Source: an optimization exercise on an open RTL-to-GDS flow (aim: small area). Production flows keep margins and buffers that such runs may drop.
Function was checked by simulation only, so behaviour that the tests miss may differ from the original.

==> flow/design.v, too long to show whole: its modules and the start of the top module <==
// module demodulate: 2002 lines
module demodulate (
    input  wire               clk,
    input  wire               rst_n,
    input  wire               valid_in,
    input  wire signed [31:0] real_in,
    input  wire signed [31:0] imag_in,
    output reg                valid_out,
    output wire signed [31:0] demod_out
);
  // ...
==> flow/flow/run.sh <==
#!/bin/bash
# Own flow: the standard synthesis, then flow/invopt.py removes inverters around
# full adders and xor gates (a full adder is self-dual), then the standard layout
# of the modified netlist. Registers, their names and cell types are unchanged.
set -euo pipefail
W=$(pwd)
R=$W/orfs/results/$FLOW_PLATFORM/demodulate/base
bash standard.sh synth > "$W/flow_synth.log" 2>&1
cp "$R/1_2_yosys.v" "$W/1_2_yosys.standard.v"
python3 "$W/flow/invopt.py" "$W/1_2_yosys.standard.v" "$W/1_2_yosys.invopt.v" > "$W/flow_invopt.log" 2>&1
cp "$W/1_2_yosys.invopt.v" "$R/1_2_yosys.v"
rm -f "$R/1_synth.odb" "$R/1_synth.sdc"
bash standard.sh > "$W/flow_layout.log" 2>&1
==> flow/flow/invopt.py <==
#!/usr/bin/env python3
"""Remove inverters around full adders and xor gates in a Yosys-written sky130 netlist.

A full adder is self-dual: FA(~a,~b,~c) = (~sum, ~cout), so each full adder may be
'flipped' (fed complemented inputs; its outputs then carry complemented values).
An xor2/xnor2 gate takes its inputs in whichever polarity is at hand and picks
xor2 or xnor2 (same area) to give its output the polarity wanted. Flips are chosen
with greedy moves and simulated annealing (fixed seed) to minimise inverters; then every inverter not driving a port is rebuilt:
at most one inv_1 per signal that some load needs complemented. Registers and all
other cells keep their names, types and connections.
usage: invopt.py in.v out.v [report]
"""
import re, sys, collections

OUT_PINS = {'X', 'Y', 'Q', 'Q_N', 'SUM', 'COUT', 'HI', 'LO'}
src = open(sys.argv[1]).read()
m = re.search(r'^module\s+(\S+)\s*\((.*?)\);', src, re.M | re.S)
body_start = m.end()
endm = src.rindex('endmodule')
body = src[body_start:endm]
cell_re = re.compile(r'^\s*(sky130_fd_sc_hd__\w+)\s+(\S+)\s*\((.*?)\);', re.M | re.S)
pin_re = re.compile(r'\.(\w+)\(([^()]*)\)')
cells = []
first_cell = None
for cm in cell_re.finditer(body):
    if first_cell is None:
        first_cell = cm.start()
    typ, name, conns = cm.group(1), cm.group(2), cm.group(3)
    pins = [[p, n.strip()] for p, n in pin_re.findall(conns)]
    cells.append([typ, name, pins])
decls = body[:first_cell]
rest = body[first_cell:]
if cell_re.sub('', rest).strip():
    sys.stderr.write("unexpected non-cell statements\n")
    sys.exit(2)
ports = set()
for pm in re.finditer(r'^\s*(input|output)\s+(\[\d+:\d+\]\s+)?(\S+);', decls, re.M):
    rng, nm = pm.group(2), pm.group(3)
    if rng:
        hi, lo = map(int, re.findall(r'\d+', rng))
        for k in range(min(hi, lo), max(hi, lo) + 1):
            ports.add(f"{nm}[{k}]")
    ports.add(nm)

def is_inv(t): return re.match(r'sky130_fd_sc_hd__(clk)?inv_\d+$', t) is not None
def is_fa(t): return re.match(r'sky130_fd_sc_hd__fa_\d+$', t) is not None
XT = {'sky130_fd_sc_hd__xor2_1': ('sky130_fd_sc_hd__xnor2_1', 'X', 'Y'),
      'sky130_fd_sc_hd__xnor2_1': ('sky130_fd_sc_hd__xor2_1', 'Y', 'X')}
def is_x(t): return t in XT

driver = {}
for ci, (t, n, pins) in enumerate(cells):
    for p, net in pins:
        if p in OUT_PINS and net:
            driver[net] = (ci, p)
removable = set()
for ci, (t, n, pins) in enumerate(cells):
    if is_inv(t) and dict(pins)['Y'] not in ports:
        removable.add(ci)
memo = {}
def resolve(net):
    if net in memo:
        return memo[net]
    d = driver.get(net)
    if d is not None and d[0] in removable:
        b, par = resolve(dict(cells[d[0]][2])['A'])
        r = (b, par ^ 1)
    else:
        r = (net, 0)
    memo[net] = r
    return r

flex = {}          # cell index -> kind ('fa' or 'x')
for ci, (t, n, pins) in enumerate(cells):
    if is_fa(t): flex[ci] = 'fa'
    elif is_x(t): flex[ci] = 'x'
fixed0 = set()
out_of = {}        # base net -> flexible cell driving it
for ci in flex:
    for p, net in cells[ci][2]:
        if p in OUT_PINS and net:
            out_of[net] = ci
            if net in ports:
                fixed0.add(ci)
loads = []         # [cell, pin index, base, parity]
base_loads = collections.defaultdict(list)
in_bases = collections.defaultdict(list)
for ci, (t, n, pins) in enumerate(cells):
    if ci in removable:
        continue
    for pi, (p, net) in enumerate(pins):
        if p in OUT_PINS or not net or net.startswith("1'b") or net == 'clk':
            continue
        b, par = resolve(net)
        li = len(loads)
        loads.append((ci, pi, b, par))
        base_loads[b].append(li)
        in_bases[ci].append(b)
flip = collections.defaultdict(int)

def phi(b):
    return flip[out_of[b]] if b in out_of else 0
def req(li):
    ci, pi, b, par = loads[li]
    k = flex.get(ci)
    if k == 'x':
        return None
    return par ^ (flip[ci] if k == 'fa' else 0)
def need_inv(b):
    ph = phi(b)
    for li in base_loads[b]:
        r = req(li)
        if r is not None and r != ph:
            return 1
    return 0
def affected(ci):
    s = set(in_bases[ci]) if flex[ci] == 'fa' else set()
    for p, net in cells[ci][2]:
        if p in OUT_PINS and net:
            s.add(net)
    return s
before = sum(need_inv(b) for b in base_loads)
order = [ci for ci in flex if ci not in fixed0]
import random
rng = random.Random(1)
def greedy():
    for it in range(30):
        changed = 0
        for ci in order:
            aff = affected(ci)
            c0 = sum(need_inv(b) for b in aff)
            flip[ci] ^= 1
            c1 = sum(need_inv(b) for b in aff)
            if c1 < c0:
                changed += 1
            else:
                flip[ci] ^= 1
        if not changed:
            break
greedy()
cur = sum(need_inv(b) for b in base_loads)
best = cur
best_flip = dict(flip)
T = 1.0
for step in range(2000000):
    ci = order[rng.randrange(len(order))]
    aff = affected(ci)
    c0 = sum(need_inv(b) for b in aff)
    flip[ci] ^= 1
    c1 = sum(need_inv(b) for b in aff)
    dlt = c1 - c0
    if dlt <= 0 or rng.random() < pow(2.718, -dlt / T):
        cur += dlt
        if cur < best:
            best = cur
            best_flip = dict(flip)
    else:
        flip[ci] ^= 1
    if step % 100000 == 99999:
        T *= 0.8
flip.clear()
flip.update(best_flip)
greedy()
after = sum(need_inv(b) for b in base_loads)
sys.stderr.write(f"inverters: {sum(1 for c in cells if is_inv(c[0]))} in netlist, {len(removable)} removable; "
                 f"needed before {before}, after {after}; flipped {sum(flip[c] for c in flex)} of {len(flex)}\n")
# rebuild
newwires, newcells, inv_of = [], [], {}
k = 0
for b in sorted(base_loads):
    if need_inv(b):
        k += 1
        nn = f"_invopt_n{k}_"
        inv_of[b] = nn
        newwires.append(nn)
        newcells.append(["sky130_fd_sc_hd__inv_1", f"_invopt_c{k}_", [["A", b], ["Y", nn]]])
xdelta = collections.defaultdict(int)
for li, (ci, pi, b, par) in enumerate(loads):
    r = req(li)
    if r is None:          # xor input: take the base as it physically is
        net = b
        xdelta[ci] ^= phi(b) ^ par
    else:
        net = b if r == phi(b) else inv_of[b]
    cells[ci][2][pi][1] = net
for ci, kind in flex.items():
    if kind == 'x' and (xdelta[ci] ^ flip[ci]):
        t = cells[ci][0]
        nt, op, np_ = XT[t]
        cells[ci][0] = nt
        for pin in cells[ci][2]:
            if pin[0] == op:
                pin[0] = np_
def fmt(net):
    return net + ' ' if net.startswith('\\') else net
out = [src[:body_start], decls]
for nn in newwires:
    out.append(f"  wire {nn};\n")
for ci, (t, n, pins) in enumerate(cells):
    if ci in removable:
        continue
    out.append(f"  {t} {n} (\n" + ",\n".join(f"    .{p}({fmt(net)})" for p, net in pins) + "\n  );\n")
for t, n, pins in newcells:
    out.append(f"  {t} {n} (\n" + ",\n".join(f"    .{p}({fmt(net)})" for p, net in pins) + "\n  );\n")
out.append("endmodule\n")
open(sys.argv[2], 'w').write("".join(out))
==> flow/standard.sh <==
#!/bin/bash
# synth_recipe.tcl (not shown) runs the flow's synth.tcl, then flattens the netlist and writes it again
# the make line also repeats each setting of config.mk as NAME=value (left out here)
make -C /OpenROAD-flow-scripts/flow DESIGN_CONFIG=/design/flow/config.mk WORK_HOME=/design/flow/orfs CLKGATE_MAP_FILE= SYNTH_SCRIPT=/design/flow/synth_recipe.tcl "${@:-finish}"
==> flow/config.mk <==
export PLATFORM = sky130hd
export DESIGN_NAME = demodulate
export DESIGN_NICKNAME = demodulate
export VERILOG_FILES = /design/flow/design.v
export SDC_FILE = /design/flow/constraint.sdc
export NUM_CORES = 4
export LEC_CHECK = 0
export ABC_AREA = 1
export CAP_MARGIN = 20
export CORE_MARGIN = 2
export CORE_UTILIZATION = 40
export CTS_CLUSTER_DIAMETER = 100
export CTS_CLUSTER_SIZE = 24
export GPL_ROUTABILITY_DRIVEN = 0
export SLEW_MARGIN = 20
==> flow/constraint.sdc <==
create_clock -name core_clock -period 10.0 [get_ports {clk}]
set_input_delay 2.0000 -clock core_clock [delete_from_list [all_inputs] [get_ports {clk}]]
set_output_delay 2.0000 -clock core_clock [all_outputs]
set_load 0.01 [all_outputs]
==> results by group, run 1 <==
Clocking
  • Clock buffer depth: 3

Synthesis
  • Warnings from Yosys: 1

Detailed routing
  • First DRT Iteration DRCs: 2030
  • Max Used Layer: met4
  • Total wire length: just over 100 mm
  • DRC: 0
  • Total number of vias: 28643
  • Post-DR vias/cell: roughly 5.5

Finish
  • Fin util: between 40% and 50%
  • Layout clock buffers: 20
  • Antenna diodes: 1
  • Area delta synth->final: 7.32%
  • Multi-input gates: between 3000 and 4000
  • Filler cell count: around 8700
  • Non-clk buf share: 4.33%
  • Layout Nets: between 4000 and 5000
  • Seq_cells: roughly 230

STA
  • Relative slew margins: around a fifth
  • Setup TNS: 0 ns
  • Final Hold Fails: 0

Hold path
  • Hold Path Class: reg2reg
  • WHS Endpoint: qr4[3]

Worst setup path
  • Worst setup EP type: register
  • Crit-path max cell delay: approximately 0.64 ns

GRT
  • Overflow after GRT: 0
  • Top Usage Layer GRT: met2
  • M1 GR Usage: between 20% and 30%

Run status
  • Status: no timing/DRC/antenna violations

Placement
  • Placement Setup Slack: slightly below 0.5 ns
==> inputs of run 2 (changes only) <==
--- a/flow/config.mk
+++ b/flow/config.mk
@@ -11,5 +11,4 @@
 export CORE_UTILIZATION = 40
 export CTS_CLUSTER_DIAMETER = 100
 export CTS_CLUSTER_SIZE = 24
-export GPL_ROUTABILITY_DRIVEN = 0
 export SLEW_MARGIN = 20
==> run 2 against run 1 <==
Net effect:
- area after synthesis unchanged
- critical path depth decreased by 1
- first-iteration DRC count is 20% higher
- largest cell class unchanged
- setup slack got worse by 0.025 ns
==> results by group, run 2 <==
Detailed routing
  • DRC: 0 (unchanged)
  • Post-DR vias/cell: 5.48 (was 5.51)
  • DRT antenna net count: 0 (unchanged)
  • First DRT Iteration DRCs: 2446 (was 2030)
  • Total wire length: 103 mm (about the same)
  • DRT Pass-1 Iters: 6 (was 8)
  • Total number of vias: 28485 (was 28643)
  • DR WL/cell: 19.7 um (about the same)

Worst setup path
  • Worst setup EP type: register (unchanged)
  • CP max stage cell: inv_1 (was clkdlybuf4s50_1)
  • Critical Path AT: 9.48 ns (was 9.47 ns)
  • CP startpoint kind: primary input (unchanged)
  • Critical path class: in2reg (unchanged)
  • Crit-path max cell delay: 0.66 ns (was 0.64 ns)
  • Worst path required time: 10.44 ns (was 10.46 ns)
  • Critical path fanouts, max: 14 (was 9)
  • CP dominant cell by count: fa_1 (unchanged)

Clocking
  • Hold Buf Count CTS: 0 (unchanged)
  • Clock root buffer: clkbuf_16 (unchanged)
  • Clock buffer depth: 3 (unchanged)
  • TritonCTS Sinks: 231 (unchanged)
  • Post-cts sizing count: 0 (unchanged)
  • CTS tree: yes (unchanged)
  • CTS clk-pin slew, worst paths: 0.09 ns (about the same)
  • Clock insertion delay at the later pin of the skew report: 0.55 ns (was 0.56 ns)
  • Cts bufs inserted: 16 (was 17)
  • Setup Buffers After CTS: 0 (unchanged)
  • Number of H-tree levels: 1 (unchanged)

Placement
  • Placement Setup Slack: 0.411 ns (was 0.490 ns)
  • Placed cell areas: 0.0371 mm2 (about the same)
  • Routability cong.: around 0.98
  • Post-DP HPWL: 80.0 mm (was 79.3 mm)
  • IO Port Bufs: 63 (unchanged)

Synthesis
  • Mapped Area: 0.0351 mm2 (unchanged)
  • Synth Net Count: 4917 (unchanged)
  • Mapped Cells: 4066 (unchanged)
  • Mean post-synth cell area: 8.62 um2 (unchanged)
  • Warnings from Yosys: 1 (unchanged)

STA
  • Tcrit/Tclk final: 90.3% (was 90.1%)
  • Setup-failing EPs final: 0 (unchanged)
  • Tmin final: 9.03 ns (was 9.01 ns)
  • PnR worst setup slack: 0.966 ns (was 0.991 ns)
  • Max Slew Vio Count: 0 (unchanged)
  • Fin Clk Skew: 0.0338 ns (was 0.0325 ns)
  • Relative slew margins: 26.2% (was 20.3%)
  • Actual slew at the worst max-slew pin: 1.11 ns (was 1.20 ns)
  • RSZ-0062 raised after global routing: false (unchanged)
  • Setup TNS: 0 ns (unchanged)
  • Max Clk Rate: 111 MHz (about the same)
  • Final Hold Fails: 0 (unchanged)

Floorplanning
  • Die X: 300 um (unchanged)
  • Die area: 0.0900 mm2 (unchanged)
  • Core Rows: 108 (unchanged)
  • CORE AREA: 0.0868 mm2 (unchanged)
  • Die Y: 300 um (unchanged)
  • I/O Pins: 100 (unchanged)
  • Initial core utilization: 40.4% (unchanged)

GRT
  • Initial antenna violation count: 2 (was 1)
  • Overflow after GRT: 0 (unchanged)
  • Largest net degree at the start of global routing: 58 (unchanged)
  • Vias in the first global route: 29056 (was 29459)
  • Tot GR Track Use: 22.7% (was 22.9%)
  • First-pass GRT wire length: 161 mm (was 162 mm)

Finish
  • Most frequent cells in the layout: nand2_1 (527), fa_1 (449), inv_1 (446), o22ai_1 (361), xnor2_1 (349) (unchanged)
  • Fin util: 43.4% (about the same)
  • Largest registers: i1 x19, r1 x19 (unchanged)
  • Final instance area: 0.0377 mm2 (was 0.0376 mm2)
  • Area delta synth->final: 7.42% (was 7.32%)
  • Layout Nets: 4891 (was 4887)
  • Commonest non-fill, non-tap cell in the layout: nand2_1 (unchanged)
  • Layout cells sized above 1: 6.38% (was 6.33%)

Hold path
  • Hold Path Class: reg2reg (unchanged)

Run status
  • Status: no timing/DRC/antenna violations (unchanged)

Job
  • Max_cap viols: 0 (unchanged)
## run 2: worst paths after layout
kind,from,endpoint,depth (start not counted),slack [ns]
worst max-delay path,real_in[8],r1[17],28,0.97
worst min-delay path,fl4[0],fl7[0],0,0.33
worst max register to register,nd4[0],rem7[10],54,1.41
worst min register to register,fl4[0],fl7[0],0,0.33
max in group asynchronous,rst_n,b[10],1,7.84
min in group asynchronous,rst_n,b[1],1,1.57
## run 2: final cells by class
class,instances,area (um2)
clock inverter,5,53.8
tap,1155,1450
sequential,231,4790
clock buffer,19,433
antenna,1,2.50
fill,8652,49100
timing repair buffer,199,1690
inverter,446,1670
multi-input combinational,3146,27600
## run 2: routing by layer
metal | GRT usage (%) | wire length (um)
met1 | 26.3 | 38100
met3 | 4.45 | 8780
met4 | 13.5 | 7480
met2 | 38.9 | 48200
met5 | 0 | 13
## run 2: metrics by stage
| step | std cells | hold WS (ns) |
|---|---|---|
| 6_report | 5202 | 0.334 |
| 5_1_grt | 5201 | 0.340 |
| 4_1_cts | 5200 | 0.335 |
| 3_5_place_dp | 5176 | 0.312 |
| 3_3_place_gp | 5176 | 0.312 |
| 2_1_floorplan | 4066 | 0.310 |
## run 2: worst max-delay path, delay by kind of cell
kind	cells	cell delay, ns
AO/OA/AOI/OAI	10	1.90
XOR/XNOR	2	0.45
adder cells (fa/ha/maj)	7	3.33
buffers and inverters	4	1.39
AND/OR/NAND/NOR	5	0.40

port drivers added, routing unchanged:
Ports are ideal in the flow. The routed layouts listed here were re-timed in OpenROAD.
Step 1 assumes that a clkbuf_16 drives the clock port and a buf_2 every other input.
Step 2 adds t to the input delays and takes it off the output delays; t is the mean of the earliest and latest rising clock arrival at the registers after step 1. Input paths then give back, and output paths get back, about the clock's delay inside the block.
Three values: ideal, step 1, step 2; two values: the first two.
| run | t (ns) | setup slack, ns | worst setup path at the end | pins driven straight from the clock port |
|---|---|---|---|---|
| run 1 | 0.612 | 0.991 / 1.017 / 0.405 | input to register | 1 |
| run 2 | 0.599 | 0.966 / 1.002 / 0.403 | input to register | 1 |
After both steps every run listed still meets setup and hold. For run 1, which loses most, drivers alone change the setup slack by +0.026 ns; drivers and shift together by -0.586 ns.
